Source: an optimization exercise on an open RTL-to-GDS flow (aim: small area, a short achievable clock period and few clock cycles per item). Production flows keep margins and buffers that such runs may drop.
At most, simulation tests tie the RTL to the original design; equivalence was not proved.

Design filter, start of the top module:
module filter
	#(parameter DWIDTH = 16)
	(input clk,
		input rst,
		output req_in,
		input ack_in,
		input [0:DWIDTH-1] data_in,
		output req_out,
		input ack_out,
		output [0:DWIDTH-1] data_out);
Settings: LEC_CHECK=0, CAP_MARGIN=20, CORE_MARGIN=2, CORE_UTILIZATION=40, SETUP_SLACK_MARGIN=5, SLEW_MARGIN=20, SYNTH_HIERARCHICAL=1, SYNTH_MEMORY_MAX_BITS=16384, SYNTH_MINIMUM_KEEP_SIZE=0; clock period 11.0 ns.
run.sh (not shown) runs the stock make flow with config.mk's settings and CLKGATE_MAP_FILE= SYNTH_SCRIPT=/design/flow/synth_recipe.tcl, a recipe that flattens the netlist after the stock synthesis.
The starting point completed with no timing, DRC or antenna violations.
Then changed:
==> flow/flow/run.sh (new file) <==
#!/bin/bash
# The standard layout (standard.sh: the standard flow's synthesis and ORFS flow with the
# settings of config.mk), with repair_timing asked for more setup slack than
# config.mk's SETUP_SLACK_MARGIN may ask for. The make output goes to
# standard_flow.log; ORFS's own logs stay under orfs/logs.
set -euo pipefail
MARGIN=$(cat flow/margin)
bash standard.sh SETUP_SLACK_MARGIN=$MARGIN finish > standard_flow.log 2>&1
==> flow/flow/margin (new file) <==
7.5
==> flow/standard.sh (new file) <==
#!/bin/bash
# synth_recipe.tcl (not shown) runs the flow's synth.tcl, then flattens the netlist and writes it again
# the make line also repeats each setting of config.mk as NAME=value (left out here)
make -C /OpenROAD-flow-scripts/flow DESIGN_CONFIG=/design/flow/config.mk WORK_HOME=/design/flow/orfs CLKGATE_MAP_FILE= SYNTH_SCRIPT=/design/flow/synth_recipe.tcl "${@:-finish}"
--- a/flow/config.mk
+++ b/flow/config.mk
@@ -10,3 +10,2 @@
 export CORE_UTILIZATION = 40
-export SETUP_SLACK_MARGIN = 5
 export SLEW_MARGIN = 20
removed: flow/run.sh
Result: The new run finished with timing, DRC and antenna clean; sequential share of layout area goes down by 3.5 points; critical path depth goes down by 2; synthesized cell count is unchanged; final area goes up by 18%.
Function was not checked in any run of this note: the RTL went through the layout flow alone.

* * *

Another version of the RTL of filter (not shown whole).
Size: roughly 3,000 cells after synthesis, roughly 220 flip-flops, about 38 I/O pins, roughly 25,000 um2 of cells after synthesis.
Settings: LEC_CHECK=0, CAP_MARGIN=20, CORE_MARGIN=2, CORE_UTILIZATION=40, SLEW_MARGIN=20, SYNTH_HIERARCHICAL=1, SYNTH_MEMORY_MAX_BITS=16384, SYNTH_MINIMUM_KEEP_SIZE=0; clock period 11.0 ns.
Stock flow here: none of the scripts above is used.
The starting point went through all stages and came out clean.
Then changed:
==> flow/flow/run.sh (new file) <==
#!/bin/bash
# The standard layout (standard.sh: the standard flow's synthesis and ORFS flow, unchanged
# settings from config.mk), with repair_timing asked to leave more setup slack
# than config.mk's SETUP_SLACK_MARGIN may ask for.
set -euo pipefail
bash standard.sh SETUP_SLACK_MARGIN=${MARGIN:-7} finish > standard_flow.log 2>&1
==> flow/standard.sh (new file) <==
#!/bin/bash
# synth_recipe.tcl (not shown) runs the flow's synth.tcl, then flattens the netlist and writes it again
# the make line also repeats each setting of config.mk as NAME=value (left out here)
make -C /OpenROAD-flow-scripts/flow DESIGN_CONFIG=/design/flow/config.mk WORK_HOME=/design/flow/orfs CLKGATE_MAP_FILE= SYNTH_SCRIPT=/design/flow/synth_recipe.tcl "${@:-finish}"
removed: flow/run.sh
=>
- cell count came out higher by about 4%
- area after synthesis does not change
- routed wire length grows by 5.0%
No run of this note included a check of the RTL's function; only the layout flow was run.

* * *

filter, a different RTL version from the one above (not shown whole).
For scale: ~2900 cells after synthesis, about 27000 um^2 of cells after synthesis.
==> flow/config.mk <==
export PLATFORM = sky130hd
export DESIGN_NAME = filter
export DESIGN_NICKNAME = filter
export VERILOG_FILES = /design/flow/design.v
export SDC_FILE = /design/flow/constraint.sdc
export NUM_CORES = 4
export LEC_CHECK = 0
export CAP_MARGIN = 20
export CORE_MARGIN = 2
export CORE_UTILIZATION = 40
export SLEW_MARGIN = 20
export SYNTH_HIERARCHICAL = 1
export SYNTH_MEMORY_MAX_BITS = 16384
export SYNTH_MINIMUM_KEEP_SIZE = 0
==> flow/constraint.sdc <==
create_clock -name core_clock -period 11.0 [get_ports {clk}]
set_input_delay 2.2000 -clock core_clock [delete_from_list [all_inputs] [get_ports {clk}]]
set_output_delay 2.2000 -clock core_clock [all_outputs]
set_load 0.01 [all_outputs]
standard.sh (not shown) runs the stock make flow with config.mk's settings and CLKGATE_MAP_FILE= SYNTH_SCRIPT=/design/flow/synth_recipe.tcl, a recipe that flattens the netlist after the stock synthesis.
==> flow/flow/run.sh <==
#!/bin/bash
# The standard layout (standard.sh: the standard flow's synthesis and ORFS flow with the
# settings of config.mk), with repair_timing asked for more setup slack than
# config.mk's SETUP_SLACK_MARGIN may ask for. The make output goes to
# standard_flow.log; ORFS's own logs stay under orfs/logs.
set -euo pipefail
MARGIN=$(cat flow/margin)
bash standard.sh SETUP_SLACK_MARGIN=$MARGIN finish > standard_flow.log 2>&1
==> flow/flow/margin <==
7
Testbench counts at the start, summed over its fixed seeds: cycles 64,000, items 32,000.
==> next run, changes <==
ABC_AREA = 1   (was default)
Outcome:
- setup slack gets better by 0.065 ns
- cell count grows by about 16%
- design area grows by 1.2%
- global-route usage grows by 2.2 points
- wire length grows by 9.7%
==> next run, changes <==
==> flow/flow/margin (replaced) <==
7.5
What happened: The new run completed without violations; final cell count came out higher by about 1.1%; non-clock buffer count goes up by 43; worst setup slack improved by 0.12 ns; global-route usage came out lower by 0.68 points; hold slack gets worse by 0.0063 ns; wire length shrinks by about 1.4%; register-to-register slack improves by 0.12 ns; count of clock-buffer cells in the layout grows by 4; die area is unchanged; critical path depth increases by 1.

## what the ideal ports hide
No port has a modelled driver above. Below, the same layouts with a new extraction and two added sets of constraints. Step 1 assumes that a clkbuf_16 drives the clock port and a buf_2 every other input. Step 2, shift: input delay + t, output delay - t, t = (earliest + latest rising clock arrival at the registers) / 2. This alone moves slack from input paths to output paths. Three values: no drivers, after step 1, after step 2; two values: the first two.
| run | t (ns) | setup slack, ns | worst setup path at the end |
|---|---|---|---|
| the first run of note 1 | 0.609 | 5.162 / 5.202 / 4.592 | input to register |
| the second run of note 1 | 0.617 | 6.820 / 6.820 / 6.237 | input to register |
| the first run of note 2 | 0.642 | 4.692 / 4.692 / 4.692 | register to register |
| the second run of note 2 | 0.647 | 6.771 / 6.771 / 6.760 | input to register |
| the first run of note 3 | 0.607 | 7.023 / 7.023 / 7.023 | register to register |
| the second run of note 3 | 0.639 | 7.089 / 7.089 / 7.089 | register to register |
| the third run of note 3 | 0.635 | 7.209 / 7.209 / 7.119 | input to register |
After both steps setup and hold are still met in every run listed. For the second run of note 1, which loses most, drivers alone change the setup slack by 0.000 ns; drivers and shift together by -0.583 ns.
